Background: an optimization exercise with open tools, aiming at small area and a short achievable clock period. Do not read the settings as production practice. Only simulation tests tie the RTL to the original design; equivalence was not proved. Power figures rest on the tool's default switching activity, not on a simulated workload.

`flow/design.v`:
```
module running_average #(
  parameter N = 4,
  parameter DATAWIDTH = 32
)(
  input   wire        clk,
  input   wire        reset,
  input   wire [DATAWIDTH -1 : 0] data_i,
  output  wire [DATAWIDTH -1 : 0] average_o
);
reg  [31:0] s1, s2, s3;
wire [31:0] s3_n;
wire [29:0] avg;
ra_add_out u_out (.a(data_i), .b(s3), .r(reset), .y(avg));
ra_add_nxt u_nxt (.a(s1), .b(s2), .c(data_i), .y(s3_n));
always_ff @(posedge clk or posedge reset) begin
  if (reset) begin
    s1 <= '0;
    s2 <= '0;
    s3 <= '0;
  end else begin
    s1 <= data_i;
    s2 <= s1;
    s3 <= s3_n;
  end
end
assign average_o = {2'b00, avg};
endmodule
module ra_add_out (input wire [31:0] a, input wire [31:0] b, input wire r, output wire [29:0] y);
  wire n1;
  wire n2;
  wire n3;
  wire n4;
  wire n5;
  wire n6;
  wire n7;
  wire n8;
  wire n9;
  wire n10;
  wire n11;
  wire n12;
  wire n13;
  wire n14;
  wire n15;
  wire n16;
  wire n17;
  wire n18;
  wire n19;
  wire n20;
  wire n21;
  wire n22;
  wire n23;
  wire n24;
  wire n25;
  wire n26;
  wire n27;
  wire n28;
  wire n29;
  wire n30;
  wire n31;
  wire n32;
  wire n33;
  wire n34;
  wire n35;
  wire n36;
  wire n37;
  wire n38;
  wire n39;
  wire n40;
  wire n41;
  wire n42;
  wire n43;
  wire n44;
  wire n45;
  wire n46;
  wire n47;
  wire n48;
  wire n49;
  wire n50;
  wire n51;
  wire n52;
  wire n53;
  wire n54;
  wire n55;
  wire n56;
  wire n57;
  wire n58;
  wire n59;
  wire n60;
  wire n61;
  wire n62;
  wire n63;
  wire n64;
  wire n65;
  wire n66;
  wire n67;
  wire n68;
  wire n69;
  wire n70;
  wire n71;
  wire n72;
  wire n73;
  wire n74;
  wire n75;
  wire n76;
  wire n77;
  wire n78;
  wire n79;
  wire n80;
  wire n81;
  wire n82;
  wire n83;
  wire n84;
  wire n85;
  wire n86;
  wire n87;
  wire n88;
  wire n89;
  wire n90;
  wire n91;
  wire n92;
  wire n93;
  wire n94;
  wire n95;
  wire n96;
  wire n97;
  wire n98;
  wire n99;
  wire n100;
  wire n101;
  wire n102;
  wire n103;
  wire n104;
  wire n105;
  wire n106;
  wire n107;
  wire n108;
  wire n109;
  wire n110;
  wire n111;
  wire n112;
  wire n113;
  wire n114;
  wire n115;
  wire n116;
  wire n117;
  wire n118;
  wire n119;
  wire n120;
  wire n121;
  wire n122;
  wire n123;
  wire n124;
  wire n125;
  wire n126;
  wire n127;
  wire n128;
  wire n129;
  wire n130;
  wire n131;
  wire n132;
  wire n133;
  wire n134;
  wire n135;
  wire n136;
  wire n137;
  wire n138;
  wire n139;
  wire n140;
  wire n141;
  wire n142;
  wire n143;
  wire n144;
  wire n145;
  wire n146;
  wire n147;
  wire n148;
  wire n149;
  wire n150;
  wire n151;
  wire n152;
  wire n153;
  wire n154;
  wire n155;
  wire n156;
  wire n157;
  wire n158;
  wire n159;
  wire n160;
  wire n161;
  wire n162;
  wire n163;
  wire n164;
  wire n165;
  wire n166;
  wire n167;
  wire n168;
  wire n169;
  wire n170;
  wire n171;
  wire n172;
  wire n173;
  wire n174;
  wire n175;
  wire n176;
  wire n177;
  wire n178;
  wire n179;
  wire n180;
  wire n181;
  wire n182;
  wire n183;
  wire n184;
  wire n185;
  wire n186;
  wire n187;
  wire n188;
  wire n189;
  wire n190;
  wire n191;
  wire n192;
  wire n193;
  wire n194;
  wire n195;
  wire n196;
  wire n197;
  wire n198;
  wire n199;
  wire n200;
  wire n201;
  wire n202;
  wire n203;
  wire n204;
  wire n205;
  wire n206;
  wire n207;
  wire n208;
  wire n209;
  wire n210;
  wire n211;
  wire n212;
  wire n214;
  wire n215;
  wire n217;
  wire n218;
  wire n220;
  wire n221;
  wire n223;
  wire n224;
  wire n226;
  wire n227;
  wire n229;
  wire n230;
  wire n232;
  wire n233;
  wire n235;
  wire n236;
  wire n238;
  wire n239;
  wire n241;
  wire n242;
  wire n244;
  wire n245;
  wire n247;
  wire n248;
  wire n250;
  wire n251;
  wire n253;
  wire n254;
  wire n256;
  wire n257;
  wire n259;
  wire n260;
  wire n262;
  wire n263;
  wire n265;
  wire n266;
  wire n268;
  wire n269;
  wire n271;
  wire n272;
  wire n274;
  wire n275;
  wire n277;
  wire n278;
  wire n280;
  wire n281;
  wire n283;
  wire n284;
  wire n286;
  wire n287;
  wire n289;
  wire n290;
  wire n292;
  wire n293;
  wire n295;
  wire n296;
  wire n298;
  wire n299;
  ra_nand2 g1 (.a(a[0]), .b(b[0]), .y(n1));
  ra_nor2 g2 (.a(a[0]), .b(b[0]), .y(n2));
  ra_nand2 g3 (.a(a[1]), .b(b[1]), .y(n3));
  ra_nor2 g4 (.a(a[1]), .b(b[1]), .y(n4));
  ra_nand2 g5 (.a(a[2]), .b(b[2]), .y(n5));
  ra_nor2 g6 (.a(a[2]), .b(b[2]), .y(n6));
  ra_nand2 g7 (.a(a[3]), .b(b[3]), .y(n7));
  ra_nor2 g8 (.a(a[3]), .b(b[3]), .y(n8));
  ra_nand2 g9 (.a(a[4]), .b(b[4]), .y(n9));
  ra_nor2 g10 (.a(a[4]), .b(b[4]), .y(n10));
  ra_nand2 g11 (.a(a[5]), .b(b[5]), .y(n11));
  ra_nor2 g12 (.a(a[5]), .b(b[5]), .y(n12));
  ra_nand2 g13 (.a(a[6]), .b(b[6]), .y(n13));
  ra_nor2 g14 (.a(a[6]), .b(b[6]), .y(n14));
  ra_nand2 g15 (.a(a[7]), .b(b[7]), .y(n15));
  ra_nor2 g16 (.a(a[7]), .b(b[7]), .y(n16));
  ra_nand2 g17 (.a(a[8]), .b(b[8]), .y(n17));
  ra_nor2 g18 (.a(a[8]), .b(b[8]), .y(n18));
  ra_nand2 g19 (.a(a[9]), .b(b[9]), .y(n19));
  ra_nor2 g20 (.a(a[9]), .b(b[9]), .y(n20));
  ra_nand2 g21 (.a(a[10]), .b(b[10]), .y(n21));
  ra_nor2 g22 (.a(a[10]), .b(b[10]), .y(n22));
  ra_nand2 g23 (.a(a[11]), .b(b[11]), .y(n23));
  ra_nor2 g24 (.a(a[11]), .b(b[11]), .y(n24));
  ra_nand2 g25 (.a(a[12]), .b(b[12]), .y(n25));
  ra_nor2 g26 (.a(a[12]), .b(b[12]), .y(n26));
  ra_nand2 g27 (.a(a[13]), .b(b[13]), .y(n27));
  ra_nor2 g28 (.a(a[13]), .b(b[13]), .y(n28));
  ra_nand2 g29 (.a(a[14]), .b(b[14]), .y(n29));
  ra_nor2 g30 (.a(a[14]), .b(b[14]), .y(n30));
  ra_nand2 g31 (.a(a[15]), .b(b[15]), .y(n31));
  ra_nor2 g32 (.a(a[15]), .b(b[15]), .y(n32));
  ra_nand2 g33 (.a(a[16]), .b(b[16]), .y(n33));
  ra_nor2 g34 (.a(a[16]), .b(b[16]), .y(n34));
  ra_nand2 g35 (.a(a[17]), .b(b[17]), .y(n35));
  ra_nor2 g36 (.a(a[17]), .b(b[17]), .y(n36));
  ra_nand2 g37 (.a(a[18]), .b(b[18]), .y(n37));
  ra_nor2 g38 (.a(a[18]), .b(b[18]), .y(n38));
  ra_nand2 g39 (.a(a[19]), .b(b[19]), .y(n39));
  ra_nor2 g40 (.a(a[19]), .b(b[19]), .y(n40));
  ra_nand2 g41 (.a(a[20]), .b(b[20]), .y(n41));
  ra_nor2 g42 (.a(a[20]), .b(b[20]), .y(n42));
  ra_nand2 g43 (.a(a[21]), .b(b[21]), .y(n43));
  ra_nor2 g44 (.a(a[21]), .b(b[21]), .y(n44));
  ra_nand2 g45 (.a(a[22]), .b(b[22]), .y(n45));
  ra_nor2 g46 (.a(a[22]), .b(b[22]), .y(n46));
  ra_nand2 g47 (.a(a[23]), .b(b[23]), .y(n47));
  ra_nor2 g48 (.a(a[23]), .b(b[23]), .y(n48));
  ra_nand2 g49 (.a(a[24]), .b(b[24]), .y(n49));
  ra_nor2 g50 (.a(a[24]), .b(b[24]), .y(n50));
  ra_nand2 g51 (.a(a[25]), .b(b[25]), .y(n51));
  ra_nor2 g52 (.a(a[25]), .b(b[25]), .y(n52));
  ra_nand2 g53 (.a(a[26]), .b(b[26]), .y(n53));
  ra_nor2 g54 (.a(a[26]), .b(b[26]), .y(n54));
  ra_nand2 g55 (.a(a[27]), .b(b[27]), .y(n55));
  ra_nor2 g56 (.a(a[27]), .b(b[27]), .y(n56));
  ra_nand2 g57 (.a(a[28]), .b(b[28]), .y(n57));
  ra_nor2 g58 (.a(a[28]), .b(b[28]), .y(n58));
  ra_nand2 g59 (.a(a[29]), .b(b[29]), .y(n59));
  ra_nor2 g60 (.a(a[29]), .b(b[29]), .y(n60));
  ra_nand2 g61 (.a(a[30]), .b(b[30]), .y(n61));
  ra_nor2 g62 (.a(a[30]), .b(b[30]), .y(n62));
  ra_oai21 g63 (.a1(n4), .a2(n1), .b1(n3), .y(n63));
  ra_oai21 g64 (.a1(n8), .a2(n5), .b1(n7), .y(n64));
  ra_nor2 g65 (.a(n8), .b(n6), .y(n65));
  ra_oai21 g66 (.a1(n12), .a2(n9), .b1(n11), .y(n66));
  ra_nor2 g67 (.a(n12), .b(n10), .y(n67));
  ra_oai21 g68 (.a1(n16), .a2(n13), .b1(n15), .y(n68));
  ra_nor2 g69 (.a(n16), .b(n14), .y(n69));
  ra_oai21 g70 (.a1(n20), .a2(n17), .b1(n19), .y(n70));
  ra_nor2 g71 (.a(n20), .b(n18), .y(n71));
  ra_oai21 g72 (.a1(n24), .a2(n21), .b1(n23), .y(n72));
  ra_nor2 g73 (.a(n24), .b(n22), .y(n73));
  ra_oai21 g74 (.a1(n28), .a2(n25), .b1(n27), .y(n74));
  ra_nor2 g75 (.a(n28), .b(n26), .y(n75));
  ra_oai21 g76 (.a1(n32), .a2(n29), .b1(n31), .y(n76));
  ra_nor2 g77 (.a(n32), .b(n30), .y(n77));
  ra_oai21 g78 (.a1(n36), .a2(n33), .b1(n35), .y(n78));
  ra_nor2 g79 (.a(n36), .b(n34), .y(n79));
  ra_oai21 g80 (.a1(n40), .a2(n37), .b1(n39), .y(n80));
  ra_nor2 g81 (.a(n40), .b(n38), .y(n81));
  ra_oai21 g82 (.a1(n44), .a2(n41), .b1(n43), .y(n82));
  ra_nor2 g83 (.a(n44), .b(n42), .y(n83));
  ra_oai21 g84 (.a1(n48), .a2(n45), .b1(n47), .y(n84));
  ra_nor2 g85 (.a(n48), .b(n46), .y(n85));
  ra_oai21 g86 (.a1(n52), .a2(n49), .b1(n51), .y(n86));
  ra_nor2 g87 (.a(n52), .b(n50), .y(n87));
  ra_oai21 g88 (.a1(n56), .a2(n53), .b1(n55), .y(n88));
  ra_nor2 g89 (.a(n56), .b(n54), .y(n89));
  ra_oai21 g90 (.a1(n60), .a2(n57), .b1(n59), .y(n90));
  ra_nor2 g91 (.a(n60), .b(n58), .y(n91));
  ra_inv g92 (.a(n63), .y(n92));
  ra_oai21 g93 (.a1(n6), .a2(n92), .b1(n5), .y(n93));
  ra_aoi21 g94 (.a1(n65), .a2(n63), .b1(n64), .y(n94));
  ra_inv g95 (.a(n66), .y(n95));
  ra_oai21 g96 (.a1(n14), .a2(n95), .b1(n13), .y(n96));
  ra_nor2b g97 (.a(n14), .bn(n67), .y(n97));
  ra_aoi21 g98 (.a1(n69), .a2(n66), .b1(n68), .y(n98));
  ra_nand2 g99 (.a(n69), .b(n67), .y(n99));
  ra_inv g100 (.a(n70), .y(n100));
  ra_oai21 g101 (.a1(n22), .a2(n100), .b1(n21), .y(n101));
  ra_nor2b g102 (.a(n22), .bn(n71), .y(n102));
  ra_aoi21 g103 (.a1(n73), .a2(n70), .b1(n72), .y(n103));
  ra_nand2 g104 (.a(n73), .b(n71), .y(n104));
  ra_inv g105 (.a(n74), .y(n105));
  ra_oai21 g106 (.a1(n30), .a2(n105), .b1(n29), .y(n106));
  ra_nor2b g107 (.a(n30), .bn(n75), .y(n107));
  ra_aoi21 g108 (.a1(n77), .a2(n74), .b1(n76), .y(n108));
  ra_nand2 g109 (.a(n77), .b(n75), .y(n109));
  ra_inv g110 (.a(n78), .y(n110));
  ra_oai21 g111 (.a1(n38), .a2(n110), .b1(n37), .y(n111));
  ra_nor2b g112 (.a(n38), .bn(n79), .y(n112));
  ra_aoi21 g113 (.a1(n81), .a2(n78), .b1(n80), .y(n113));
  ra_nand2 g114 (.a(n81), .b(n79), .y(n114));
  ra_inv g115 (.a(n82), .y(n115));
  ra_oai21 g116 (.a1(n46), .a2(n115), .b1(n45), .y(n116));
  ra_nor2b g117 (.a(n46), .bn(n83), .y(n117));
  ra_aoi21 g118 (.a1(n85), .a2(n82), .b1(n84), .y(n118));
  ra_nand2 g119 (.a(n85), .b(n83), .y(n119));
  ra_inv g120 (.a(n86), .y(n120));
  ra_oai21 g121 (.a1(n54), .a2(n120), .b1(n53), .y(n121));
  ra_nor2b g122 (.a(n54), .bn(n87), .y(n122));
  ra_aoi21 g123 (.a1(n89), .a2(n86), .b1(n88), .y(n123));
  ra_nand2 g124 (.a(n89), .b(n87), .y(n124));
  ra_inv g125 (.a(n90), .y(n125));
  ra_oai21 g126 (.a1(n62), .a2(n125), .b1(n61), .y(n126));
  ra_nor2b g127 (.a(n62), .bn(n91), .y(n127));
  ra_oai21 g128 (.a1(n10), .a2(n94), .b1(n9), .y(n128));
  ra_inv g129 (.a(n94), .y(n129));
  ra_aoi21 g130 (.a1(n67), .a2(n129), .b1(n66), .y(n130));
  ra_inv g131 (.a(n94), .y(n131));
  ra_aoi21 g132 (.a1(n97), .a2(n131), .b1(n96), .y(n132));
  ra_oai21 g133 (.a1(n99), .a2(n94), .b1(n98), .y(n133));
  ra_oai21 g134 (.a1(n26), .a2(n103), .b1(n25), .y(n134));
  ra_nor2 g135 (.a(n26), .b(n104), .y(n135));
  ra_inv g136 (.a(n103), .y(n136));
  ra_aoi21 g137 (.a1(n75), .a2(n136), .b1(n74), .y(n137));
  ra_nor2b g138 (.a(n104), .bn(n75), .y(n138));
  ra_inv g139 (.a(n103), .y(n139));
  ra_aoi21 g140 (.a1(n107), .a2(n139), .b1(n106), .y(n140));
  ra_nor2b g141 (.a(n104), .bn(n107), .y(n141));
  ra_oai21 g142 (.a1(n109), .a2(n103), .b1(n108), .y(n142));
  ra_nor2 g143 (.a(n109), .b(n104), .y(n143));
  ra_oai21 g144 (.a1(n42), .a2(n113), .b1(n41), .y(n144));
  ra_nor2 g145 (.a(n42), .b(n114), .y(n145));
  ra_inv g146 (.a(n113), .y(n146));
  ra_aoi21 g147 (.a1(n83), .a2(n146), .b1(n82), .y(n147));
  ra_nor2b g148 (.a(n114), .bn(n83), .y(n148));
  ra_inv g149 (.a(n113), .y(n149));
  ra_aoi21 g150 (.a1(n117), .a2(n149), .b1(n116), .y(n150));
  ra_nor2b g151 (.a(n114), .bn(n117), .y(n151));
  ra_oai21 g152 (.a1(n119), .a2(n113), .b1(n118), .y(n152));
  ra_nor2 g153 (.a(n119), .b(n114), .y(n153));
  ra_oai21 g154 (.a1(n58), .a2(n123), .b1(n57), .y(n154));
  ra_nor2 g155 (.a(n58), .b(n124), .y(n155));
  ra_inv g156 (.a(n123), .y(n156));
  ra_aoi21 g157 (.a1(n91), .a2(n156), .b1(n90), .y(n157));
  ra_nor2b g158 (.a(n124), .bn(n91), .y(n158));
  ra_inv g159 (.a(n123), .y(n159));
  ra_aoi21 g160 (.a1(n127), .a2(n159), .b1(n126), .y(n160));
  ra_nor2b g161 (.a(n124), .bn(n127), .y(n161));
  ra_inv g162 (.a(n133), .y(n162));
  ra_oai21 g163 (.a1(n18), .a2(n162), .b1(n17), .y(n163));
  ra_aoi21 g164 (.a1(n71), .a2(n133), .b1(n70), .y(n164));
  ra_aoi21 g165 (.a1(n102), .a2(n133), .b1(n101), .y(n165));
  ra_inv g166 (.a(n133), .y(n166));
  ra_oai21 g167 (.a1(n104), .a2(n166), .b1(n103), .y(n167));
  ra_aoi21 g168 (.a1(n135), .a2(n133), .b1(n134), .y(n168));
  ra_a21boi g169 (.a1(n138), .a2(n133), .b1n(n137), .y(n169));
  ra_a21boi g170 (.a1(n141), .a2(n133), .b1n(n140), .y(n170));
  ra_aoi21 g171 (.a1(n143), .a2(n133), .b1(n142), .y(n171));
  ra_inv g172 (.a(n152), .y(n172));
  ra_oai21 g173 (.a1(n50), .a2(n172), .b1(n49), .y(n173));
  ra_nor2b g174 (.a(n50), .bn(n153), .y(n174));
  ra_aoi21 g175 (.a1(n87), .a2(n152), .b1(n86), .y(n175));
  ra_nand2 g176 (.a(n87), .b(n153), .y(n176));
  ra_aoi21 g177 (.a1(n122), .a2(n152), .b1(n121), .y(n177));
  ra_nand2 g178 (.a(n122), .b(n153), .y(n178));
  ra_inv g179 (.a(n152), .y(n179));
  ra_oai21 g180 (.a1(n124), .a2(n179), .b1(n123), .y(n180));
  ra_nor2b g181 (.a(n124), .bn(n153), .y(n181));
  ra_aoi21 g182 (.a1(n155), .a2(n152), .b1(n154), .y(n182));
  ra_nand2 g183 (.a(n155), .b(n153), .y(n183));
  ra_a21boi g184 (.a1(n158), .a2(n152), .b1n(n157), .y(n184));
  ra_nand2 g185 (.a(n158), .b(n153), .y(n185));
  ra_a21boi g186 (.a1(n161), .a2(n152), .b1n(n160), .y(n186));
  ra_nand2 g187 (.a(n161), .b(n153), .y(n187));
  ra_oai21 g188 (.a1(n34), .a2(n171), .b1(n33), .y(n188));
  ra_inv g189 (.a(n171), .y(n189));
  ra_aoi21 g190 (.a1(n79), .a2(n189), .b1(n78), .y(n190));
  ra_inv g191 (.a(n171), .y(n191));
  ra_aoi21 g192 (.a1(n112), .a2(n191), .b1(n111), .y(n192));
  ra_oai21 g193 (.a1(n114), .a2(n171), .b1(n113), .y(n193));
  ra_inv g194 (.a(n171), .y(n194));
  ra_aoi21 g195 (.a1(n145), .a2(n194), .b1(n144), .y(n195));
  ra_inv g196 (.a(n171), .y(n196));
  ra_a21boi g197 (.a1(n148), .a2(n196), .b1n(n147), .y(n197));
  ra_inv g198 (.a(n171), .y(n198));
  ra_a21boi g199 (.a1(n151), .a2(n198), .b1n(n150), .y(n199));
  ra_inv g200 (.a(n171), .y(n200));
  ra_aoi21 g201 (.a1(n153), .a2(n200), .b1(n152), .y(n201));
  ra_inv g202 (.a(n171), .y(n202));
  ra_aoi21 g203 (.a1(n174), .a2(n202), .b1(n173), .y(n203));
  ra_oai21 g204 (.a1(n176), .a2(n171), .b1(n175), .y(n204));
  ra_oai21 g205 (.a1(n178), .a2(n171), .b1(n177), .y(n205));
  ra_inv g206 (.a(n171), .y(n206));
  ra_aoi21 g207 (.a1(n181), .a2(n206), .b1(n180), .y(n207));
  ra_oai21 g208 (.a1(n183), .a2(n171), .b1(n182), .y(n208));
  ra_oai21 g209 (.a1(n185), .a2(n171), .b1(n184), .y(n209));
  ra_oai21 g210 (.a1(n187), .a2(n171), .b1(n186), .y(n210));
  ra_xnor2 g211 (.a(a[2]), .b(b[2]), .y(n211));
  ra_nor2 g212 (.a(n211), .b(r), .y(n212));
  ra_xor2 g213 (.a(n212), .b(n63), .y(y[0]));
  ra_xnor2 g214 (.a(a[3]), .b(b[3]), .y(n214));
  ra_nor2 g215 (.a(n214), .b(r), .y(n215));
  ra_xor2 g216 (.a(n215), .b(n93), .y(y[1]));
  ra_xnor2 g217 (.a(a[4]), .b(b[4]), .y(n217));
  ra_nor2 g218 (.a(n217), .b(r), .y(n218));
  ra_xnor2 g219 (.a(n218), .b(n94), .y(y[2]));
  ra_xnor2 g220 (.a(a[5]), .b(b[5]), .y(n220));
  ra_nor2 g221 (.a(n220), .b(r), .y(n221));
  ra_xor2 g222 (.a(n221), .b(n128), .y(y[3]));
  ra_xnor2 g223 (.a(a[6]), .b(b[6]), .y(n223));
  ra_nor2 g224 (.a(n223), .b(r), .y(n224));
  ra_xnor2 g225 (.a(n224), .b(n130), .y(y[4]));
  ra_xnor2 g226 (.a(a[7]), .b(b[7]), .y(n226));
  ra_nor2 g227 (.a(n226), .b(r), .y(n227));
  ra_xnor2 g228 (.a(n227), .b(n132), .y(y[5]));
  ra_xnor2 g229 (.a(a[8]), .b(b[8]), .y(n229));
  ra_nor2 g230 (.a(n229), .b(r), .y(n230));
  ra_xor2 g231 (.a(n230), .b(n133), .y(y[6]));
  ra_xnor2 g232 (.a(a[9]), .b(b[9]), .y(n232));
  ra_nor2 g233 (.a(n232), .b(r), .y(n233));
  ra_xor2 g234 (.a(n233), .b(n163), .y(y[7]));
  ra_xnor2 g235 (.a(a[10]), .b(b[10]), .y(n235));
  ra_nor2 g236 (.a(n235), .b(r), .y(n236));
  ra_xnor2 g237 (.a(n236), .b(n164), .y(y[8]));
  ra_xnor2 g238 (.a(a[11]), .b(b[11]), .y(n238));
  ra_nor2 g239 (.a(n238), .b(r), .y(n239));
  ra_xnor2 g240 (.a(n239), .b(n165), .y(y[9]));
  ra_xnor2 g241 (.a(a[12]), .b(b[12]), .y(n241));
  ra_nor2 g242 (.a(n241), .b(r), .y(n242));
  ra_xor2 g243 (.a(n242), .b(n167), .y(y[10]));
  ra_xnor2 g244 (.a(a[13]), .b(b[13]), .y(n244));
  ra_nor2 g245 (.a(n244), .b(r), .y(n245));
  ra_xnor2 g246 (.a(n245), .b(n168), .y(y[11]));
  ra_xnor2 g247 (.a(a[14]), .b(b[14]), .y(n247));
  ra_nor2 g248 (.a(n247), .b(r), .y(n248));
  ra_xnor2 g249 (.a(n248), .b(n169), .y(y[12]));
  ra_xnor2 g250 (.a(a[15]), .b(b[15]), .y(n250));
  ra_nor2 g251 (.a(n250), .b(r), .y(n251));
  ra_xnor2 g252 (.a(n251), .b(n170), .y(y[13]));
  ra_xnor2 g253 (.a(a[16]), .b(b[16]), .y(n253));
  ra_nor2 g254 (.a(n253), .b(r), .y(n254));
  ra_xnor2 g255 (.a(n254), .b(n171), .y(y[14]));
  ra_xnor2 g256 (.a(a[17]), .b(b[17]), .y(n256));
  ra_nor2 g257 (.a(n256), .b(r), .y(n257));
  ra_xor2 g258 (.a(n257), .b(n188), .y(y[15]));
  ra_xnor2 g259 (.a(a[18]), .b(b[18]), .y(n259));
  ra_nor2 g260 (.a(n259), .b(r), .y(n260));
  ra_xnor2 g261 (.a(n260), .b(n190), .y(y[16]));
  ra_xnor2 g262 (.a(a[19]), .b(b[19]), .y(n262));
  ra_nor2 g263 (.a(n262), .b(r), .y(n263));
  ra_xnor2 g264 (.a(n263), .b(n192), .y(y[17]));
  ra_xnor2 g265 (.a(a[20]), .b(b[20]), .y(n265));
  ra_nor2 g266 (.a(n265), .b(r), .y(n266));
  ra_xor2 g267 (.a(n266), .b(n193), .y(y[18]));
  ra_xnor2 g268 (.a(a[21]), .b(b[21]), .y(n268));
  ra_nor2 g269 (.a(n268), .b(r), .y(n269));
  ra_xnor2 g270 (.a(n269), .b(n195), .y(y[19]));
  ra_xnor2 g271 (.a(a[22]), .b(b[22]), .y(n271));
  ra_nor2 g272 (.a(n271), .b(r), .y(n272));
  ra_xnor2 g273 (.a(n272), .b(n197), .y(y[20]));
  ra_xnor2 g274 (.a(a[23]), .b(b[23]), .y(n274));
  ra_nor2 g275 (.a(n274), .b(r), .y(n275));
  ra_xnor2 g276 (.a(n275), .b(n199), .y(y[21]));
  ra_xnor2 g277 (.a(a[24]), .b(b[24]), .y(n277));
  ra_nor2 g278 (.a(n277), .b(r), .y(n278));
  ra_xnor2 g279 (.a(n278), .b(n201), .y(y[22]));
  ra_xnor2 g280 (.a(a[25]), .b(b[25]), .y(n280));
  ra_nor2 g281 (.a(n280), .b(r), .y(n281));
  ra_xnor2 g282 (.a(n281), .b(n203), .y(y[23]));
  ra_xnor2 g283 (.a(a[26]), .b(b[26]), .y(n283));
  ra_nor2 g284 (.a(n283), .b(r), .y(n284));
  ra_xor2 g285 (.a(n284), .b(n204), .y(y[24]));
  ra_xnor2 g286 (.a(a[27]), .b(b[27]), .y(n286));
  ra_nor2 g287 (.a(n286), .b(r), .y(n287));
  ra_xor2 g288 (.a(n287), .b(n205), .y(y[25]));
  ra_xnor2 g289 (.a(a[28]), .b(b[28]), .y(n289));
  ra_nor2 g290 (.a(n289), .b(r), .y(n290));
  ra_xnor2 g291 (.a(n290), .b(n207), .y(y[26]));
  ra_xnor2 g292 (.a(a[29]), .b(b[29]), .y(n292));
  ra_nor2 g293 (.a(n292), .b(r), .y(n293));
  ra_xor2 g294 (.a(n293), .b(n208), .y(y[27]));
  ra_xnor2 g295 (.a(a[30]), .b(b[30]), .y(n295));
  ra_nor2 g296 (.a(n295), .b(r), .y(n296));
  ra_xor2 g297 (.a(n296), .b(n209), .y(y[28]));
  ra_xnor2 g298 (.a(a[31]), .b(b[31]), .y(n298));
  ra_nor2 g299 (.a(n298), .b(r), .y(n299));
  ra_xor2 g300 (.a(n299), .b(n210), .y(y[29]));
endmodule
module ra_add_nxt (input wire [31:0] a, input wire [31:0] b, input wire [31:0] c, output wire [31:0] y);
  wire [31:0] fs;
  wire [32:0] fc;
  wire n1;
  wire n2;
  wire n3;
  wire n4;
  wire n5;
  wire n6;
  wire n7;
  wire n8;
  wire n9;
  wire n10;
  wire n11;
  wire n12;
  wire n13;
  wire n14;
  wire n15;
  wire n16;
  wire n17;
  wire n18;
  wire n19;
  wire n20;
  wire n21;
  wire n22;
  wire n23;
  wire n24;
  wire n25;
  wire n26;
  wire n27;
  wire n28;
  wire n29;
  wire n30;
  wire n31;
  wire n32;
  wire n33;
  wire n34;
  wire n35;
  wire n36;
  wire n37;
  wire n38;
  wire n39;
  wire n40;
  wire n41;
  wire n42;
  wire n43;
  wire n44;
  wire n45;
  wire n46;
  wire n47;
  wire n48;
  wire n49;
  wire n50;
  wire n51;
  wire n52;
  wire n53;
  wire n54;
  wire n55;
  wire n56;
  wire n57;
  wire n58;
  wire n59;
  wire n60;
  wire n61;
  wire n62;
  wire n63;
  wire n64;
  wire n65;
  wire n66;
  wire n67;
  wire n68;
  wire n69;
  wire n70;
  wire n71;
  wire n72;
  wire n73;
  wire n74;
  wire n75;
  wire n76;
  wire n77;
  wire n78;
  wire n79;
  wire n80;
  wire n81;
  wire n82;
  wire n83;
  wire n84;
  wire n85;
  wire n86;
  wire n87;
  wire n88;
  wire n89;
  wire n90;
  wire n91;
  wire n92;
  wire n93;
  wire n94;
  wire n95;
  wire n96;
  wire n97;
  wire n98;
  wire n99;
  wire n100;
  wire n101;
  wire n102;
  wire n103;
  wire n104;
  wire n105;
  wire n106;
  wire n107;
  wire n108;
  wire n109;
  wire n110;
  wire n111;
  wire n112;
  wire n113;
  wire n114;
  wire n115;
  wire n116;
  wire n117;
  wire n118;
  wire n119;
  wire n120;
  wire n121;
  wire n122;
  wire n123;
  wire n124;
  wire n125;
  wire n126;
  wire n127;
  wire n128;
  wire n129;
  wire n130;
  wire n131;
  wire n132;
  wire n133;
  wire n134;
  wire n135;
  wire n136;
  wire n137;
  wire n138;
  wire n139;
  wire n140;
  wire n141;
  wire n142;
  wire n143;
  wire n145;
  wire n147;
  wire n149;
  wire n151;
  wire n153;
  wire n155;
  wire n157;
  wire n159;
  wire n161;
  wire n163;
  wire n165;
  wire n167;
  wire n169;
  wire n171;
  wire n173;
  wire n175;
  wire n177;
  wire n179;
  wire n181;
  wire n183;
  wire n185;
  wire n187;
  wire n189;
  wire n191;
  wire n193;
  wire n195;
  wire n197;
  wire n199;
  wire n201;
  wire n203;
  ra_fa f0 (.a(c[0]), .b(a[0]), .ci(b[0]), .s(fs[0]), .co(fc[1]));
  ra_fa f1 (.a(c[1]), .b(a[1]), .ci(b[1]), .s(fs[1]), .co(fc[2]));
  ra_fa f2 (.a(c[2]), .b(a[2]), .ci(b[2]), .s(fs[2]), .co(fc[3]));
  ra_fa f3 (.a(c[3]), .b(a[3]), .ci(b[3]), .s(fs[3]), .co(fc[4]));
  ra_fa f4 (.a(c[4]), .b(a[4]), .ci(b[4]), .s(fs[4]), .co(fc[5]));
  ra_fa f5 (.a(c[5]), .b(a[5]), .ci(b[5]), .s(fs[5]), .co(fc[6]));
  ra_fa f6 (.a(c[6]), .b(a[6]), .ci(b[6]), .s(fs[6]), .co(fc[7]));
  ra_fa f7 (.a(c[7]), .b(a[7]), .ci(b[7]), .s(fs[7]), .co(fc[8]));
  ra_fa f8 (.a(c[8]), .b(a[8]), .ci(b[8]), .s(fs[8]), .co(fc[9]));
  ra_fa f9 (.a(c[9]), .b(a[9]), .ci(b[9]), .s(fs[9]), .co(fc[10]));
  ra_fa f10 (.a(c[10]), .b(a[10]), .ci(b[10]), .s(fs[10]), .co(fc[11]));
  ra_fa f11 (.a(c[11]), .b(a[11]), .ci(b[11]), .s(fs[11]), .co(fc[12]));
  ra_fa f12 (.a(c[12]), .b(a[12]), .ci(b[12]), .s(fs[12]), .co(fc[13]));
  ra_fa f13 (.a(c[13]), .b(a[13]), .ci(b[13]), .s(fs[13]), .co(fc[14]));
  ra_fa f14 (.a(c[14]), .b(a[14]), .ci(b[14]), .s(fs[14]), .co(fc[15]));
  ra_fa f15 (.a(c[15]), .b(a[15]), .ci(b[15]), .s(fs[15]), .co(fc[16]));
  ra_fa f16 (.a(c[16]), .b(a[16]), .ci(b[16]), .s(fs[16]), .co(fc[17]));
  ra_fa f17 (.a(c[17]), .b(a[17]), .ci(b[17]), .s(fs[17]), .co(fc[18]));
  ra_fa f18 (.a(c[18]), .b(a[18]), .ci(b[18]), .s(fs[18]), .co(fc[19]));
  ra_fa f19 (.a(c[19]), .b(a[19]), .ci(b[19]), .s(fs[19]), .co(fc[20]));
  ra_fa f20 (.a(c[20]), .b(a[20]), .ci(b[20]), .s(fs[20]), .co(fc[21]));
  ra_fa f21 (.a(c[21]), .b(a[21]), .ci(b[21]), .s(fs[21]), .co(fc[22]));
  ra_fa f22 (.a(c[22]), .b(a[22]), .ci(b[22]), .s(fs[22]), .co(fc[23]));
  ra_fa f23 (.a(c[23]), .b(a[23]), .ci(b[23]), .s(fs[23]), .co(fc[24]));
  ra_fa f24 (.a(c[24]), .b(a[24]), .ci(b[24]), .s(fs[24]), .co(fc[25]));
  ra_fa f25 (.a(c[25]), .b(a[25]), .ci(b[25]), .s(fs[25]), .co(fc[26]));
  ra_fa f26 (.a(c[26]), .b(a[26]), .ci(b[26]), .s(fs[26]), .co(fc[27]));
  ra_fa f27 (.a(c[27]), .b(a[27]), .ci(b[27]), .s(fs[27]), .co(fc[28]));
  ra_fa f28 (.a(c[28]), .b(a[28]), .ci(b[28]), .s(fs[28]), .co(fc[29]));
  ra_fa f29 (.a(c[29]), .b(a[29]), .ci(b[29]), .s(fs[29]), .co(fc[30]));
  ra_fa f30 (.a(c[30]), .b(a[30]), .ci(b[30]), .s(fs[30]), .co(fc[31]));
  ra_fa f31 (.a(c[31]), .b(a[31]), .ci(b[31]), .s(fs[31]), .co(fc[32]));
  ra_nand2 g1 (.a(fs[1]), .b(fc[1]), .y(n1));
  ra_nor2 g2 (.a(fs[1]), .b(fc[1]), .y(n2));
  ra_nand2 g3 (.a(fs[2]), .b(fc[2]), .y(n3));
  ra_nor2 g4 (.a(fs[2]), .b(fc[2]), .y(n4));
  ra_nand2 g5 (.a(fs[3]), .b(fc[3]), .y(n5));
  ra_nor2 g6 (.a(fs[3]), .b(fc[3]), .y(n6));
  ra_nand2 g7 (.a(fs[4]), .b(fc[4]), .y(n7));
  ra_nor2 g8 (.a(fs[4]), .b(fc[4]), .y(n8));
  ra_nand2 g9 (.a(fs[5]), .b(fc[5]), .y(n9));
  ra_nor2 g10 (.a(fs[5]), .b(fc[5]), .y(n10));
  ra_nand2 g11 (.a(fs[6]), .b(fc[6]), .y(n11));
  ra_nor2 g12 (.a(fs[6]), .b(fc[6]), .y(n12));
  ra_nand2 g13 (.a(fs[7]), .b(fc[7]), .y(n13));
  ra_nor2 g14 (.a(fs[7]), .b(fc[7]), .y(n14));
  ra_nand2 g15 (.a(fs[8]), .b(fc[8]), .y(n15));
  ra_nor2 g16 (.a(fs[8]), .b(fc[8]), .y(n16));
  ra_nand2 g17 (.a(fs[9]), .b(fc[9]), .y(n17));
  ra_nor2 g18 (.a(fs[9]), .b(fc[9]), .y(n18));
  ra_nand2 g19 (.a(fs[10]), .b(fc[10]), .y(n19));
  ra_nor2 g20 (.a(fs[10]), .b(fc[10]), .y(n20));
  ra_nand2 g21 (.a(fs[11]), .b(fc[11]), .y(n21));
  ra_nor2 g22 (.a(fs[11]), .b(fc[11]), .y(n22));
  ra_nand2 g23 (.a(fs[12]), .b(fc[12]), .y(n23));
  ra_nor2 g24 (.a(fs[12]), .b(fc[12]), .y(n24));
  ra_nand2 g25 (.a(fs[13]), .b(fc[13]), .y(n25));
  ra_nor2 g26 (.a(fs[13]), .b(fc[13]), .y(n26));
  ra_nand2 g27 (.a(fs[14]), .b(fc[14]), .y(n27));
  ra_nor2 g28 (.a(fs[14]), .b(fc[14]), .y(n28));
  ra_nand2 g29 (.a(fs[15]), .b(fc[15]), .y(n29));
  ra_nor2 g30 (.a(fs[15]), .b(fc[15]), .y(n30));
  ra_nand2 g31 (.a(fs[16]), .b(fc[16]), .y(n31));
  ra_nor2 g32 (.a(fs[16]), .b(fc[16]), .y(n32));
  ra_nand2 g33 (.a(fs[17]), .b(fc[17]), .y(n33));
  ra_nor2 g34 (.a(fs[17]), .b(fc[17]), .y(n34));
  ra_nand2 g35 (.a(fs[18]), .b(fc[18]), .y(n35));
  ra_nor2 g36 (.a(fs[18]), .b(fc[18]), .y(n36));
  ra_nand2 g37 (.a(fs[19]), .b(fc[19]), .y(n37));
  ra_nor2 g38 (.a(fs[19]), .b(fc[19]), .y(n38));
  ra_nand2 g39 (.a(fs[20]), .b(fc[20]), .y(n39));
  ra_nor2 g40 (.a(fs[20]), .b(fc[20]), .y(n40));
  ra_nand2 g41 (.a(fs[21]), .b(fc[21]), .y(n41));
  ra_nor2 g42 (.a(fs[21]), .b(fc[21]), .y(n42));
  ra_nand2 g43 (.a(fs[22]), .b(fc[22]), .y(n43));
  ra_nor2 g44 (.a(fs[22]), .b(fc[22]), .y(n44));
  ra_nand2 g45 (.a(fs[23]), .b(fc[23]), .y(n45));
  ra_nor2 g46 (.a(fs[23]), .b(fc[23]), .y(n46));
  ra_nand2 g47 (.a(fs[24]), .b(fc[24]), .y(n47));
  ra_nor2 g48 (.a(fs[24]), .b(fc[24]), .y(n48));
  ra_nand2 g49 (.a(fs[25]), .b(fc[25]), .y(n49));
  ra_nor2 g50 (.a(fs[25]), .b(fc[25]), .y(n50));
  ra_nand2 g51 (.a(fs[26]), .b(fc[26]), .y(n51));
  ra_nor2 g52 (.a(fs[26]), .b(fc[26]), .y(n52));
  ra_nand2 g53 (.a(fs[27]), .b(fc[27]), .y(n53));
  ra_nor2 g54 (.a(fs[27]), .b(fc[27]), .y(n54));
  ra_nand2 g55 (.a(fs[28]), .b(fc[28]), .y(n55));
  ra_nor2 g56 (.a(fs[28]), .b(fc[28]), .y(n56));
  ra_nand2 g57 (.a(fs[29]), .b(fc[29]), .y(n57));
  ra_nor2 g58 (.a(fs[29]), .b(fc[29]), .y(n58));
  ra_nand2 g59 (.a(fs[30]), .b(fc[30]), .y(n59));
  ra_nor2 g60 (.a(fs[30]), .b(fc[30]), .y(n60));
  ra_oai21 g61 (.a1(n4), .a2(n1), .b1(n3), .y(n61));
  ra_oai21 g62 (.a1(n8), .a2(n5), .b1(n7), .y(n62));
  ra_nor2 g63 (.a(n8), .b(n6), .y(n63));
  ra_oai21 g64 (.a1(n12), .a2(n9), .b1(n11), .y(n64));
  ra_nor2 g65 (.a(n12), .b(n10), .y(n65));
  ra_oai21 g66 (.a1(n16), .a2(n13), .b1(n15), .y(n66));
  ra_nor2 g67 (.a(n16), .b(n14), .y(n67));
  ra_oai21 g68 (.a1(n20), .a2(n17), .b1(n19), .y(n68));
  ra_nor2 g69 (.a(n20), .b(n18), .y(n69));
  ra_oai21 g70 (.a1(n24), .a2(n21), .b1(n23), .y(n70));
  ra_nor2 g71 (.a(n24), .b(n22), .y(n71));
  ra_oai21 g72 (.a1(n28), .a2(n25), .b1(n27), .y(n72));
  ra_nor2 g73 (.a(n28), .b(n26), .y(n73));
  ra_oai21 g74 (.a1(n32), .a2(n29), .b1(n31), .y(n74));
  ra_nor2 g75 (.a(n32), .b(n30), .y(n75));
  ra_oai21 g76 (.a1(n36), .a2(n33), .b1(n35), .y(n76));
  ra_nor2 g77 (.a(n36), .b(n34), .y(n77));
  ra_oai21 g78 (.a1(n40), .a2(n37), .b1(n39), .y(n78));
  ra_nor2 g79 (.a(n40), .b(n38), .y(n79));
  ra_oai21 g80 (.a1(n44), .a2(n41), .b1(n43), .y(n80));
  ra_nor2 g81 (.a(n44), .b(n42), .y(n81));
  ra_oai21 g82 (.a1(n48), .a2(n45), .b1(n47), .y(n82));
  ra_nor2 g83 (.a(n48), .b(n46), .y(n83));
  ra_oai21 g84 (.a1(n52), .a2(n49), .b1(n51), .y(n84));
  ra_nor2 g85 (.a(n52), .b(n50), .y(n85));
  ra_oai21 g86 (.a1(n56), .a2(n53), .b1(n55), .y(n86));
  ra_nor2 g87 (.a(n56), .b(n54), .y(n87));
  ra_oai21 g88 (.a1(n60), .a2(n57), .b1(n59), .y(n88));
  ra_nor2 g89 (.a(n60), .b(n58), .y(n89));
  ra_aoi21 g90 (.a1(n63), .a2(n61), .b1(n62), .y(n90));
  ra_aoi21 g91 (.a1(n67), .a2(n64), .b1(n66), .y(n91));
  ra_nand2 g92 (.a(n67), .b(n65), .y(n92));
  ra_aoi21 g93 (.a1(n71), .a2(n68), .b1(n70), .y(n93));
  ra_nand2 g94 (.a(n71), .b(n69), .y(n94));
  ra_aoi21 g95 (.a1(n75), .a2(n72), .b1(n74), .y(n95));
  ra_nand2 g96 (.a(n75), .b(n73), .y(n96));
  ra_aoi21 g97 (.a1(n79), .a2(n76), .b1(n78), .y(n97));
  ra_nand2 g98 (.a(n79), .b(n77), .y(n98));
  ra_aoi21 g99 (.a1(n83), .a2(n80), .b1(n82), .y(n99));
  ra_nand2 g100 (.a(n83), .b(n81), .y(n100));
  ra_aoi21 g101 (.a1(n87), .a2(n84), .b1(n86), .y(n101));
  ra_nand2 g102 (.a(n87), .b(n85), .y(n102));
  ra_oai21 g103 (.a1(n92), .a2(n90), .b1(n91), .y(n103));
  ra_oai21 g104 (.a1(n96), .a2(n93), .b1(n95), .y(n104));
  ra_nor2 g105 (.a(n96), .b(n94), .y(n105));
  ra_oai21 g106 (.a1(n100), .a2(n97), .b1(n99), .y(n106));
  ra_nor2 g107 (.a(n100), .b(n98), .y(n107));
  ra_aoi21 g108 (.a1(n105), .a2(n103), .b1(n104), .y(n108));
  ra_inv g109 (.a(n108), .y(n109));
  ra_aoi21 g110 (.a1(n107), .a2(n109), .b1(n106), .y(n110));
  ra_inv g111 (.a(n103), .y(n111));
  ra_oai21 g112 (.a1(n94), .a2(n111), .b1(n93), .y(n112));
  ra_oai21 g113 (.a1(n98), .a2(n108), .b1(n97), .y(n113));
  ra_oai21 g114 (.a1(n102), .a2(n110), .b1(n101), .y(n114));
  ra_inv g115 (.a(n90), .y(n115));
  ra_aoi21 g116 (.a1(n65), .a2(n115), .b1(n64), .y(n116));
  ra_aoi21 g117 (.a1(n69), .a2(n103), .b1(n68), .y(n117));
  ra_aoi21 g118 (.a1(n73), .a2(n112), .b1(n72), .y(n118));
  ra_inv g119 (.a(n108), .y(n119));
  ra_aoi21 g120 (.a1(n77), .a2(n119), .b1(n76), .y(n120));
  ra_aoi21 g121 (.a1(n81), .a2(n113), .b1(n80), .y(n121));
  ra_inv g122 (.a(n110), .y(n122));
  ra_aoi21 g123 (.a1(n85), .a2(n122), .b1(n84), .y(n123));
  ra_aoi21 g124 (.a1(n89), .a2(n114), .b1(n88), .y(n124));
  ra_inv g125 (.a(n61), .y(n125));
  ra_oai21 g126 (.a1(n6), .a2(n125), .b1(n5), .y(n126));
  ra_oai21 g127 (.a1(n10), .a2(n90), .b1(n9), .y(n127));
  ra_oai21 g128 (.a1(n14), .a2(n116), .b1(n13), .y(n128));
  ra_inv g129 (.a(n103), .y(n129));
  ra_oai21 g130 (.a1(n18), .a2(n129), .b1(n17), .y(n130));
  ra_oai21 g131 (.a1(n22), .a2(n117), .b1(n21), .y(n131));
  ra_inv g132 (.a(n112), .y(n132));
  ra_oai21 g133 (.a1(n26), .a2(n132), .b1(n25), .y(n133));
  ra_oai21 g134 (.a1(n30), .a2(n118), .b1(n29), .y(n134));
  ra_oai21 g135 (.a1(n34), .a2(n108), .b1(n33), .y(n135));
  ra_oai21 g136 (.a1(n38), .a2(n120), .b1(n37), .y(n136));
  ra_inv g137 (.a(n113), .y(n137));
  ra_oai21 g138 (.a1(n42), .a2(n137), .b1(n41), .y(n138));
  ra_oai21 g139 (.a1(n46), .a2(n121), .b1(n45), .y(n139));
  ra_oai21 g140 (.a1(n50), .a2(n110), .b1(n49), .y(n140));
  ra_oai21 g141 (.a1(n54), .a2(n123), .b1(n53), .y(n141));
  ra_inv g142 (.a(n114), .y(n142));
  ra_oai21 g143 (.a1(n58), .a2(n142), .b1(n57), .y(n143));
  assign y[0] = fs[0];
  assign fc[0] = 1'b0;
  ra_xor2 g144 (.a(fs[1]), .b(fc[1]), .y(y[1]));
  ra_nor2b g145 (.a(n4), .bn(n3), .y(n145));
  ra_xnor2 g146 (.a(n145), .b(n1), .y(y[2]));
  ra_nor2b g147 (.a(n6), .bn(n5), .y(n147));
  ra_xor2 g148 (.a(n147), .b(n61), .y(y[3]));
  ra_nor2b g149 (.a(n8), .bn(n7), .y(n149));
  ra_xor2 g150 (.a(n149), .b(n126), .y(y[4]));
  ra_nor2b g151 (.a(n10), .bn(n9), .y(n151));
  ra_xnor2 g152 (.a(n151), .b(n90), .y(y[5]));
  ra_nor2b g153 (.a(n12), .bn(n11), .y(n153));
  ra_xor2 g154 (.a(n153), .b(n127), .y(y[6]));
  ra_nor2b g155 (.a(n14), .bn(n13), .y(n155));
  ra_xnor2 g156 (.a(n155), .b(n116), .y(y[7]));
  ra_nor2b g157 (.a(n16), .bn(n15), .y(n157));
  ra_xor2 g158 (.a(n157), .b(n128), .y(y[8]));
  ra_nor2b g159 (.a(n18), .bn(n17), .y(n159));
  ra_xor2 g160 (.a(n159), .b(n103), .y(y[9]));
  ra_nor2b g161 (.a(n20), .bn(n19), .y(n161));
  ra_xor2 g162 (.a(n161), .b(n130), .y(y[10]));
  ra_nor2b g163 (.a(n22), .bn(n21), .y(n163));
  ra_xnor2 g164 (.a(n163), .b(n117), .y(y[11]));
  ra_nor2b g165 (.a(n24), .bn(n23), .y(n165));
  ra_xor2 g166 (.a(n165), .b(n131), .y(y[12]));
  ra_nor2b g167 (.a(n26), .bn(n25), .y(n167));
  ra_xor2 g168 (.a(n167), .b(n112), .y(y[13]));
  ra_nor2b g169 (.a(n28), .bn(n27), .y(n169));
  ra_xor2 g170 (.a(n169), .b(n133), .y(y[14]));
  ra_nor2b g171 (.a(n30), .bn(n29), .y(n171));
  ra_xnor2 g172 (.a(n171), .b(n118), .y(y[15]));
  ra_nor2b g173 (.a(n32), .bn(n31), .y(n173));
  ra_xor2 g174 (.a(n173), .b(n134), .y(y[16]));
  ra_nor2b g175 (.a(n34), .bn(n33), .y(n175));
  ra_xnor2 g176 (.a(n175), .b(n108), .y(y[17]));
  ra_nor2b g177 (.a(n36), .bn(n35), .y(n177));
  ra_xor2 g178 (.a(n177), .b(n135), .y(y[18]));
  ra_nor2b g179 (.a(n38), .bn(n37), .y(n179));
  ra_xnor2 g180 (.a(n179), .b(n120), .y(y[19]));
  ra_nor2b g181 (.a(n40), .bn(n39), .y(n181));
  ra_xor2 g182 (.a(n181), .b(n136), .y(y[20]));
  ra_nor2b g183 (.a(n42), .bn(n41), .y(n183));
  ra_xor2 g184 (.a(n183), .b(n113), .y(y[21]));
  ra_nor2b g185 (.a(n44), .bn(n43), .y(n185));
  ra_xor2 g186 (.a(n185), .b(n138), .y(y[22]));
  ra_nor2b g187 (.a(n46), .bn(n45), .y(n187));
  ra_xnor2 g188 (.a(n187), .b(n121), .y(y[23]));
  ra_nor2b g189 (.a(n48), .bn(n47), .y(n189));
  ra_xor2 g190 (.a(n189), .b(n139), .y(y[24]));
  ra_nor2b g191 (.a(n50), .bn(n49), .y(n191));
  ra_xnor2 g192 (.a(n191), .b(n110), .y(y[25]));
  ra_nor2b g193 (.a(n52), .bn(n51), .y(n193));
  ra_xor2 g194 (.a(n193), .b(n140), .y(y[26]));
  ra_nor2b g195 (.a(n54), .bn(n53), .y(n195));
  ra_xnor2 g196 (.a(n195), .b(n123), .y(y[27]));
  ra_nor2b g197 (.a(n56), .bn(n55), .y(n197));
  ra_xor2 g198 (.a(n197), .b(n141), .y(y[28]));
  ra_nor2b g199 (.a(n58), .bn(n57), .y(n199));
  ra_xor2 g200 (.a(n199), .b(n114), .y(y[29]));
  ra_nor2b g201 (.a(n60), .bn(n59), .y(n201));
  ra_xor2 g202 (.a(n201), .b(n143), .y(y[30]));
  ra_xor2 g203 (.a(fs[31]), .b(fc[31]), .y(n203));
  ra_xnor2 g204 (.a(n203), .b(n124), .y(y[31]));
endmodule
module ra_fa (input wire a, input wire b, input wire ci, output wire s, output wire co);
  assign s = a ^ b ^ ci;
  assign co = (a & b) | (ci & (a ^ b));
endmodule
module ra_a21boi (input wire a1, input wire a2, input wire b1n, output wire y);
  assign y = ~((a1 & a2) | ~b1n);
endmodule
module ra_aoi21 (input wire a1, input wire a2, input wire b1, output wire y);
  assign y = ~((a1 & a2) | b1);
endmodule
module ra_inv (input wire a, output wire y);
  assign y = ~a;
endmodule
module ra_nand2 (input wire a, input wire b, output wire y);
  assign y = ~(a & b);
endmodule
module ra_nor2 (input wire a, input wire b, output wire y);
  assign y = ~(a | b);
endmodule
module ra_nor2b (input wire a, input wire bn, output wire y);
  assign y = ~(a | ~bn);
endmodule
module ra_oai21 (input wire a1, input wire a2, input wire b1, output wire y);
  assign y = ~((a1 | a2) & b1);
endmodule
module ra_xnor2 (input wire a, input wire b, output wire y);
  assign y = ~(a ^ b);
endmodule
module ra_xor2 (input wire a, input wire b, output wire y);
  assign y = a ^ b;
endmodule
```
`flow/flow/run.sh`:
```
#!/bin/bash
# Standard layout, logs kept in this folder.
cp standard.sh flow/standard.sh.copy 2>/dev/null
bash standard.sh > standard.log 2>&1
```
`flow/flow/standard.sh.copy`:
```
#!/bin/bash
# The standard flow's own layout of this design, on the ORFS make targets given (by default finish). After
# finish it leaves the final layout's DEF at /design/flow/out/final.def.
set -euo pipefail
make -C /OpenROAD-flow-scripts/flow DESIGN_CONFIG=/design/flow/config.mk WORK_HOME=/design/flow/orfs CLKGATE_MAP_FILE= SYNTH_SCRIPT=/design/flow/synth_recipe.tcl CAP_MARGIN=20 CORE_MARGIN=2 CORE_UTILIZATION=40 SETUP_SLACK_MARGIN=3.0 SLEW_MARGIN=20 SYNTH_HIERARCHICAL=1 "${@:-finish}"
if [[ -f /design/flow/orfs/results/sky130hd/running_average/base/6_final.odb ]]; then
  : # left out here: write the final layout as DEF
fi
```
`flow/standard.sh`:
```
#!/bin/bash
# synth_recipe.tcl (not shown) runs the flow's synth.tcl, then flattens the netlist and writes it again
# the make line also repeats each setting of config.mk as NAME=value (left out here)
make -C /OpenROAD-flow-scripts/flow DESIGN_CONFIG=/design/flow/config.mk WORK_HOME=/design/flow/orfs CLKGATE_MAP_FILE= SYNTH_SCRIPT=/design/flow/synth_recipe.tcl "${@:-finish}"
```
`flow/config.mk`:
```
export PLATFORM = sky130hd
export DESIGN_NAME = running_average
export DESIGN_NICKNAME = running_average
export VERILOG_FILES = /design/flow/design.v
export SDC_FILE = /design/flow/constraint.sdc
export NUM_CORES = 4
export LEC_CHECK = 0
export CAP_MARGIN = 20
export CORE_MARGIN = 2
export CORE_UTILIZATION = 40
export SETUP_SLACK_MARGIN = 3.0
export SLEW_MARGIN = 20
export SYNTH_HIERARCHICAL = 1
```
`flow/constraint.sdc`:
```
create_clock -name core_clock -period 7.0 [get_ports {clk}]
set_input_delay 1.4000 -clock core_clock [delete_from_list [all_inputs] [get_ports {clk}]]
set_output_delay 1.4000 -clock core_clock [all_outputs]
set_load 0.01 [all_outputs]
```
==> run notes <==
[synthesized netlist by cell type]
library cell / number / share of area, %
fa_1: 32 / 10
xnor2_1: 58 / 8.2
conb_1: 1 / 0.060
nand2_1: 78 / 4.7
inv_1: 39 / 2.4
buf_4: 3 / 0.36
nor2b_4: 44 / 9.7
nor2_1: 124 / 7.5
o21ai_1: 76 / 6.1
dfrtp_1: 96 / 39
a21oi_2: 44 / 6.2
xor2_1: 34 / 4.8
a21boi_2: 6 / 1.1
[cells by family after synthesis]
kind of cell / after synthesis
other: 1
and+or+nand+nor: 246
DFF: 96
xor gates and xnor gates: 92
AOI/OAI and AO/OA: 126
buffers and inverters: 42
adders and majority gates: 32
[worst register-to-register path, delay by kind of cell, from the launching register on]
kind            cells  cell delay (ps)
simple gates        1              230
buf+inv             2              170
compound gates      7             1410
flops               1              400
xor+xnor            1              170
fa+ha+maj           1              490
[area by class of cell]
cell class / instances / area share [%]
clock inverters: 5 / 1.54
well taps: 188 / 2.84
flip-flops and latches: 96 / 29.0
repair buffers: 104 / 11.0
clock buffers: 11 / 2.93
inverters: 39 / 1.83
multi-input cells: 498 / 51.0
[stage by stage]
step	power (mW)	hold slack [ps]	util (%)	setup WS, ps
floorplan	1.77	386	-	2950
global placement	2.26	389	47.2	1470
detailed placement	2.28	395	47.2	1410
CTS	3.09	407	53.3	2630
global route	3.41	423	54.6	2530
finish	3.19	404	54.6	2610
[routing by layer]
layer,vias to the layer above,track usage (%),part of all wire (%)
met3,13,4.28,3.0
li1,2259,-,-
met1,2278,22.3,44
met5,-,0,0
met2,61,30.0,51
met4,0,4.99,1.3
[worst paths after layout]
| path | startpoint | end | slack (ps) |
|---|---|---|---|
| max reg2reg | s1[2]$_DFF_PP0_ | s3[30]$_DFF_PP0_ | 4020 |
| max in group asynchronous | reset | s2[0]$_DFF_PP0_ | 4290 |
| min | s1[10]$_DFF_PP0_ | s2[10]$_DFF_PP0_ | 400 |
| min in group asynchronous | reset | s2[17]$_DFF_PP0_ | 1530 |
| max | data_i[7] | average_o[26] | 2610 |
| min reg2reg | s1[10]$_DFF_PP0_ | s2[10]$_DFF_PP0_ | 400 |
[sequential cells by signal, summed over array words and instances, names as in the netlist]
register and count:
s1 32, s2 32, s3 32
[per-module statistics from Yosys (local to each module, per instance), a selection]
module           cell area [um^2]  cells  times used  flops+latches
ra_nor2b                     13.8      1          44              0
ra_inv                       3.75      1          38              0
ra_oai21                     5.00      1          76              0
ra_a21boi                    11.3      1           6              0
ra_add_nxt                   7.51      1           1              0
ra_nand2                     3.75      1          78              0
ra_fa                        20.0      1          32              0
ra_nor2                      3.75      1         124              0
ra_xor2                      8.76      1          34              0
running_average              2420    100           1             96
ra_xnor2                     8.76      1          58              0
ra_aoi21                     8.76      1          44              0
[report_power, final]
| part | internal (mW) | leakage, nW | switching, mW |
|---|---|---|---|
| logic | 0.872 | 2.36 | 0.942 |
| registers | 0.653 | 1.12 | 0.119 |
| clock network | 0.395 | 0.176 | 0.211 |
[timing repair]
item | CTS | global route
setup buffers | 28 | 9
pin swaps | 48 | 31
cloned | 2 | 0
resized for setup | 349 | 39
setup endpoints to repair | 45 | 30
==> impl_results.md <==
- Critical path's top delay family: buffers and inverters
- Layout cells sized above 1: 39.4%
- Final WL: 13600 um
- Initial Utilization: 40.9%
- Largest net degree at the start of global routing: 67
- Ant. Diodes: 0
- Most common cell after layout, fill and taps aside: dfrtp_1
- H-tree depth: 3
- Post-route setup TNS: 0 ps
- Minimum clock period: 4390 ps
- Worst Skew: 6.71 ps
- Final Hold Viols: 0
- Peak supply drop: 0.000190 V
- Port Buffers: 63
- Slew @ Worst Pin: 848 ps
- Synth unique cells: 13
- Most frequent CP cell: buf_6
- Syn Area/Cell: 9.79 um^2
- Worst path depth: 13
- Core area: 15200 um^2
- Wire length per cell: 14.5 um
- Critical path required time: 5600 ps
- Area after DPL: 7180 um^2
- Aggregate global routing overflow: 0
- Avg Vias per Cell: 4.90
- Via count: 4611
- RSZ-0062 raised after global routing: true
- Crit-path max FO: 8
- CP peak stage delay: 170 ps
- Post-Synthesis Cells: 635
- Crit path kind: in -> out
- Crit-path slowest cell: a21oi_4
- Post-DP HPWL: 8870 um
- Worst skew pair latency: 350 ps
- Sequential share of the synthesized area: 38.6%
- Fin crit share: 62.7%
- DR DRC count: 0
- Initial antenna violation count: 0
- TritonRoute pass-1 iters: 4
- Cell Pwr Density: 385 nW/um^2
- Die H: 129 um
- DP Cell Count: 886
- Element type at the critical path start: input pin
- Commonest cells after routing, fill and taps aside: dfrtp_1 (96), nor2_1 (84), nand2_1 (65)
- Total GRT Usage: 17.6%
- Syn Std Cell Area: 6220 um^2
- Final non-filler cell area: 8300 um^2
- CTS root buffer: clkbuf_16
- Vias in the first global route: 4773
- ANT nets after route: 0
- Max-slew violation count: 0
- Final setup violating endpoints: 0
- Compound-Gate Fraction of Synth Area: 13.4%
- WP buf/inv: 6
- Yosys warnings: 7
- Nets@finish: 814
- First-pass GRT wire length: 22800 um
- Slew headroom: 43.5%
- Leak: 3.66 nW
- # IOs: 66
- Critical Path AT: 2990 ps
- Hold Path Class: reg -> reg
- Main combinational cell family by area after synthesis: simple AND/OR/NAND/NOR gates
- Number of DRC markers in iteration 0: 150
- Hold depth: 0
- Cell row count: 45
- Layout Cells excl Fill: 941
- Hold_buf cts: 0
- Xor/xnor share of the synthesized area: 13.0%
- Worst R2R Path Depth: 12
- Gp weighted congestion: 0.787
- Die X: 129 um
- Total CTS buffers: 9
- CP endpoint kind: primary output
- Clock buffer depth: 2
- Clock slew at reported path FFs: 60 ps
- Post-synthesis register bit count: 96
- Fillers: 1328
- Outcome: finished clean
- Multiplexer share of the synthesized area: 0%
- Area added between synthesis and finish: 33.4%
- Multi-input gate area: 4230 um^2
- CP Cell Sequence: buf_6, nor2_4, nor2_4, a21oi_2, o21ai_4, buf_6, a21oi_4, buf_6, buf_12, inv_2, a21oi_2, xnor2_1, buf_2
- Die ar.: 16600 um^2
- Adder-Cell Fraction of Synth Area: 10.3%
- Area occupied by registers: 2400 um^2
- CTS tree: done
- Max cap viols: 0
- Maximum clock frequency: 228 MHz
- Simple-Gate Fraction of Synth Area: 21.9%
- CTS Sinks: 96

[what the ideal ports hide]
Ports are ideal in the flow. The routed layout listed here was re-timed in OpenROAD.
Step 1, drivers: a clkbuf_16 drives clk and a buf_2 each remaining input, both assumed.
Step 2 adds t to the input delays and takes it off the output delays; t is the mean of the earliest and latest rising clock arrival at the registers after step 1. Input paths then give back, and output paths get back, about the clock's delay inside the block.
a / b / c = ideal ports / drivers / drivers and shift; a / b = the first two.
t (ns): 0.385
setup WS [ns]: 2.610 / 2.576 / 2.576
worst register clock-pin slew, ns: 0.07 / 0.07
After both steps setup and hold are still met in this run. The setup slack of this run moves by -0.034 ns with the drivers and by -0.034 ns with both steps.
